From an optimization exercise on the open Yosys and OpenROAD flow, aimed at small area and a short achievable clock period; shortcuts taken in it are not production practice.
Power and IR drop assume default switching activity.

==> module bist, before the edit <==
module bist #(parameter size = 6, length = 8) (
    input  logic clk,
    input  logic rst,
    input  logic start,
    input  logic csin,
    input  logic rwbarin,
    input  logic opr,
    input  logic [size-1:0] address,
    input  logic [length-1:0] datain,
    output logic [length-1:0] dataout,
    output logic fail
);
    logic        test;       
    logic [9:0]  cnt;        
    logic        cout;       
    logic        h;          
    logic [63:0][7:0] mem;
    genvar g, j, b;
    logic [7:0] pat;
    always_comb begin
        case (cnt[9:7])
            3'd0: pat = 8'hAA;
            3'd1: pat = 8'h55;
            3'd2: pat = 8'hF0;
            3'd3: pat = 8'h0F;
            3'd4: pat = 8'h00;
            3'd5: pat = 8'hFF;
            3'd6: pat = 8'h33;
            default: pat = 8'hCC;
        endcase
    end
    logic       n_o;         
    logic       en_n;        
    logic       trd;         
    logic       twr;         
    logic       cs, nrw;
    logic [7:0] d;
    assign cs  = test | csin;
    assign nrw = twr | (n_o & ~rwbarin);
    assign d   = test ? pat : datain;
    logic [7:0] alo, ahir, ahiw, tlo, thir, thiw;
    logic [7:0] lo, hir, hiw;
    always_comb begin
        for (int i = 0; i < 8; i++) begin
            alo[i]  = (address[2:0] == i[2:0]);
            ahir[i] = (address[5:3] == i[2:0]) & rwbarin;
            ahiw[i] = (address[5:3] == i[2:0]) & csin & ~rwbarin;
            tlo[i]  = (cnt[2:0] == i[2:0]);
            thir[i] = (cnt[5:3] == i[2:0]) & cnt[6];
            thiw[i] = (cnt[5:3] == i[2:0]) & ~cnt[6];
        end
    end
    logic t_lo, n_lo, t_hr, n_hr, t_hw, n_hw;
    cell_dffr u_t_lo (.clk(clk), .rst(rst), .d(test_nx),  .q(t_lo));
    cell_dffs u_n_lo (.clk(clk), .set(rst), .d(~test_nx), .q(n_lo));
    cell_dffr u_t_hr (.clk(clk), .rst(rst), .d(test_nx),  .q(t_hr));
    cell_dffs u_n_hr (.clk(clk), .set(rst), .d(~test_nx), .q(n_hr));
    cell_dffr u_t_hw (.clk(clk), .rst(rst), .d(test_nx),  .q(t_hw));
    cell_dffs u_n_hw (.clk(clk), .set(rst), .d(~test_nx), .q(n_hw));
    generate
        for (g = 0; g < 8; g++) begin : g_dec
            cell_ao22 u_lo  (.a1(alo[g]),  .a2(n_lo), .b1(tlo[g]),  .b2(t_lo), .y(lo[g]));
            cell_ao22 u_hir (.a1(ahir[g]), .a2(n_hr), .b1(thir[g]), .b2(t_hr), .y(hir[g]));
            cell_ao22 u_hiw (.a1(ahiw[g]), .a2(n_hw), .b1(thiw[g]), .b2(t_hw), .y(hiw[g]));
        end
    endgenerate
    generate
        for (g = 0; g < 8; g++) begin : g_grp
            for (j = 0; j < 8; j++) begin : g_row
                logic we, wen;
                logic [7:0] nxt;
                cell_nand2 u_wen (.a(hiw[g]), .b(lo[j]), .y(wen));
                cell_inv   u_we  (.a(wen), .y(we));
                for (b = 0; b < 8; b++) begin : g_bit
                    cell_ao22 u_hold (.a1(mem[8*g+j][b]), .a2(wen), .b1(d[b]), .b2(we), .y(nxt[b]));
                end
                always_ff @(posedge clk) mem[8*g+j] <= nxt;
            end
        end
    endgenerate
    logic [7:0][7:0] grp;    
    logic [7:0] rsel, rdn_d, rdata_n;
    logic [7:0] wd;
    assign wd = d & {8{nrw}};
    generate
        for (b = 0; b < 8; b++) begin : g_rbit
            for (g = 0; g < 8; g++) begin : g_rgrp
                logic [7:0] col;
                for (j = 0; j < 8; j++) begin : g_col
                    assign col[j] = mem[8*g+j][b];
                end
                cell_ao8 u_g (.s(lo), .q(col), .y(grp[b][g]));
            end
            cell_ao8  u_s (.s(hir), .q(grp[b]), .y(rsel[b]));
            cell_nor2 u_n (.a(rsel[b]), .b(wd[b]), .y(rdn_d[b]));
        end
    endgenerate
    always_ff @(posedge clk) begin
        if (cs) rdata_n <= rdn_d;
    end
    cell_dffs  u_n_o (.clk(clk), .set(rst), .d(~test_nx), .q(n_o));
    cell_a31oi u_en  (.a1(n_o), .a2(csin), .a3(rwbarin), .b1(trd), .y(en_n));
    generate
        for (b = 0; b < 8; b++) begin : g_out
            cell_nor2 u_o (.a(rdata_n[b]), .b(en_n), .y(dataout[b]));
        end
    endgenerate
    logic       test_nx;
    logic [9:0] cnt_nx;
    assign test_nx = test ? ~cout : start;
    assign cnt_nx  = !test ? 10'd0 : (&cnt) ? cnt : cnt + 10'd1;
    always_ff @(posedge clk or posedge rst) begin
        if (rst) begin
            test <= 1'b0;
            trd  <= 1'b0;
            twr  <= 1'b0;
        end else begin
            test <= test_nx;
            trd  <= test_nx & cnt_nx[6];
            twr  <= test_nx & ~cnt_nx[6];
        end
    end
    always_ff @(posedge clk) begin
        if (!test) begin
            cnt  <= 10'd0;
            cout <= 1'b0;
        end else begin
            cout <= &cnt;
            if (!(&cnt)) cnt <= cnt + 10'd1;
        end
    end
    logic mism;
    assign mism = cnt[6] ? (pat != ~rdata_n) : (pat != 8'h00);
    always_ff @(posedge clk or posedge rst) begin
        if (rst) begin
            h    <= 1'b0;
            fail <= 1'b0;
        end else begin
            h    <= cnt[6];
            fail <= test & opr & h & mism;
        end
    end
endmodule
==> module cell_a31oi, before the edit <==
module cell_a31oi (input logic a1, a2, a3, b1, output logic y);
    assign y = ~((a1 & a2 & a3) | b1);
endmodule
==> module cell_dffs, before the edit <==
module cell_dffs (input logic clk, set, d, output logic q);
    always_ff @(posedge clk or posedge set) begin
        if (set) q <= 1'b1;
        else     q <= d;
    end
endmodule
==> flow/config.mk <==
export PLATFORM = sky130hd
export DESIGN_NAME = bist
export DESIGN_NICKNAME = bist
export VERILOG_FILES = /design/flow/design.v
export SDC_FILE = /design/flow/constraint.sdc
export NUM_CORES = 4
export LEC_CHECK = 0
export CAP_MARGIN = 20
export CORE_MARGIN = 2
export CORE_UTILIZATION = 60
export CTS_BUF_LIST = sky130_fd_sc_hd__clkbuf_16
export CTS_CLUSTER_DIAMETER = 80
export CTS_CLUSTER_SIZE = 30
export PLACE_DENSITY = 0.72
export SETUP_SLACK_MARGIN = 2.0
export SLEW_MARGIN = 20
export SYNTH_HIERARCHICAL = 1
==> flow/constraint.sdc <==
create_clock -name core_clock -period 5.0 [get_ports {clk}]
set_input_delay 1.0000 -clock core_clock [delete_from_list [all_inputs] [get_ports {clk}]]
set_output_delay 1.0000 -clock core_clock [all_outputs]
set_load 0.01 [all_outputs]
standard.sh (not shown) runs the stock make flow with config.mk's settings and CLKGATE_MAP_FILE= SYNTH_SCRIPT=/design/flow/synth_recipe.tcl, a recipe that flattens the netlist after the stock synthesis.
==> flow/flow/run.sh <==
#!/bin/bash
# Layout flow: the standard ORFS flow (standard.sh), with the port
# buffers made of buf_4 cells instead of the default delay-buffer cells.
set -euo pipefail
bash standard.sh 'BUFFER_PORTS_ARGS=-buffer_cell sky130_fd_sc_hd__buf_4' ${EXTRA_MAKE_ARGS:-} finish > flow_make.log 2>&1
Edit:
--- a/flow/design.v
+++ b/flow/design.v
@@ -30,6 +30,7 @@
         endcase
     end
-    logic       n_o;         
-    logic       en_n;        
+    logic       test_l;      
+    logic       test_h;      
+    logic       test_o;      
     logic       trd;         
     logic       twr;         
@@ -37,5 +38,5 @@
     logic [7:0] d;
     assign cs  = test | csin;
-    assign nrw = twr | (n_o & ~rwbarin);
+    assign nrw = twr | (~test_h & ~rwbarin);
     assign d   = test ? pat : datain;
     logic [7:0] alo, ahir, ahiw, tlo, thir, thiw;
@@ -51,16 +52,13 @@
         end
     end
-    logic t_lo, n_lo, t_hr, n_hr, t_hw, n_hw;
-    cell_dffr u_t_lo (.clk(clk), .rst(rst), .d(test_nx),  .q(t_lo));
-    cell_dffs u_n_lo (.clk(clk), .set(rst), .d(~test_nx), .q(n_lo));
-    cell_dffr u_t_hr (.clk(clk), .rst(rst), .d(test_nx),  .q(t_hr));
-    cell_dffs u_n_hr (.clk(clk), .set(rst), .d(~test_nx), .q(n_hr));
-    cell_dffr u_t_hw (.clk(clk), .rst(rst), .d(test_nx),  .q(t_hw));
-    cell_dffs u_n_hw (.clk(clk), .set(rst), .d(~test_nx), .q(n_hw));
+    logic [7:0] tlo_x, thir_x, thiw_x;
+    assign tlo_x  = tlo  | {8{~test}};
+    assign thir_x = thir | {8{~test}};
+    assign thiw_x = thiw | {8{~test}};
     generate
         for (g = 0; g < 8; g++) begin : g_dec
-            cell_ao22 u_lo  (.a1(alo[g]),  .a2(n_lo), .b1(tlo[g]),  .b2(t_lo), .y(lo[g]));
-            cell_ao22 u_hir (.a1(ahir[g]), .a2(n_hr), .b1(thir[g]), .b2(t_hr), .y(hir[g]));
-            cell_ao22 u_hiw (.a1(ahiw[g]), .a2(n_hw), .b1(thiw[g]), .b2(t_hw), .y(hiw[g]));
+            cell_o21a u_lo  (.a1(alo[g]),  .a2(test_l), .b1(tlo_x[g]),  .y(lo[g]));
+            cell_o21a u_hir (.a1(ahir[g]), .a2(test_h), .b1(thir_x[g]), .y(hir[g]));
+            cell_o21a u_hiw (.a1(ahiw[g]), .a2(test_h), .b1(thiw_x[g]), .y(hiw[g]));
         end
     endgenerate
@@ -99,9 +97,10 @@
         if (cs) rdata_n <= rdn_d;
     end
-    cell_dffs  u_n_o (.clk(clk), .set(rst), .d(~test_nx), .q(n_o));
-    cell_a31oi u_en  (.a1(n_o), .a2(csin), .a3(rwbarin), .b1(trd), .y(en_n));
+    logic [7:0] rq_idle, rq_test;
+    assign rq_idle = ~rdata_n & {8{~test_o}};
+    assign rq_test = ~rdata_n & {8{trd}};
     generate
         for (b = 0; b < 8; b++) begin : g_out
-            cell_nor2 u_o (.a(rdata_n[b]), .b(en_n), .y(dataout[b]));
+            cell_a31o u_o (.a1(rq_idle[b]), .a2(csin), .a3(rwbarin), .b1(rq_test[b]), .y(dataout[b]));
         end
     endgenerate
@@ -121,4 +120,7 @@
         end
     end
+    cell_dffr u_test_l (.clk(clk), .rst(rst), .d(test_nx), .q(test_l));
+    cell_dffr u_test_h (.clk(clk), .rst(rst), .d(test_nx), .q(test_h));
+    cell_dffr u_test_o (.clk(clk), .rst(rst), .d(test_nx), .q(test_o));
     always_ff @(posedge clk) begin
         if (!test) begin
@@ -157,6 +159,6 @@
     assign y = |(s & q);
 endmodule
-module cell_a31oi (input logic a1, a2, a3, b1, output logic y);
-    assign y = ~((a1 & a2 & a3) | b1);
+module cell_a31o (input logic a1, a2, a3, b1, output logic y);
+    assign y = (a1 & a2 & a3) | b1;
 endmodule
 module cell_dffr (input logic clk, rst, d, output logic q);
@@ -166,8 +168,5 @@
     end
 endmodule
-module cell_dffs (input logic clk, set, d, output logic q);
-    always_ff @(posedge clk or posedge set) begin
-        if (set) q <= 1'b1;
-        else     q <= d;
-    end
+module cell_o21a (input logic a1, a2, b1, output logic y);
+    assign y = (a1 | a2) & b1;
 endmodule
Outcome:
- The new run completed without violations
- sequential power came out higher by 17%
- die area barely changes
- first-iteration DRC count came out higher by 1.4%
- power came out higher by 16%
- final cell count came out higher by 0.74%
- routed wire length came out higher by 0.75%
No functional check of the RTL was part of any run of this note.

[afterwards: timing with drivers on the ports]
In the flow no input, the clock included, has a driving cell. The finished layouts below were timed again as built, in two steps.
Step 1: set_driving_cell puts a clkbuf_16 on clk and a buf_2 on each other input, an assumption about the parent block.
Step 2, shift: input delay + t, output delay - t, t = (earliest + latest rising clock arrival at the registers) / 2. This alone moves slack from input paths to output paths.
a / b / c = ideal ports / drivers / drivers and shift; a / b = the first two.
run | t, ns | setup WS [ns] | worst setup path after step 2 | cell pins on the clock port's net
the first run | 0.615 | 2.125 / 2.125 / 1.577 | input to register | 1
the second run | 0.617 | 2.078 / 2.078 / 1.688 | input to register | 1
After both steps every run listed still meets setup and hold. For the first run, which loses most, drivers alone change the setup slack by 0.000 ns; drivers and shift together by -0.548 ns.
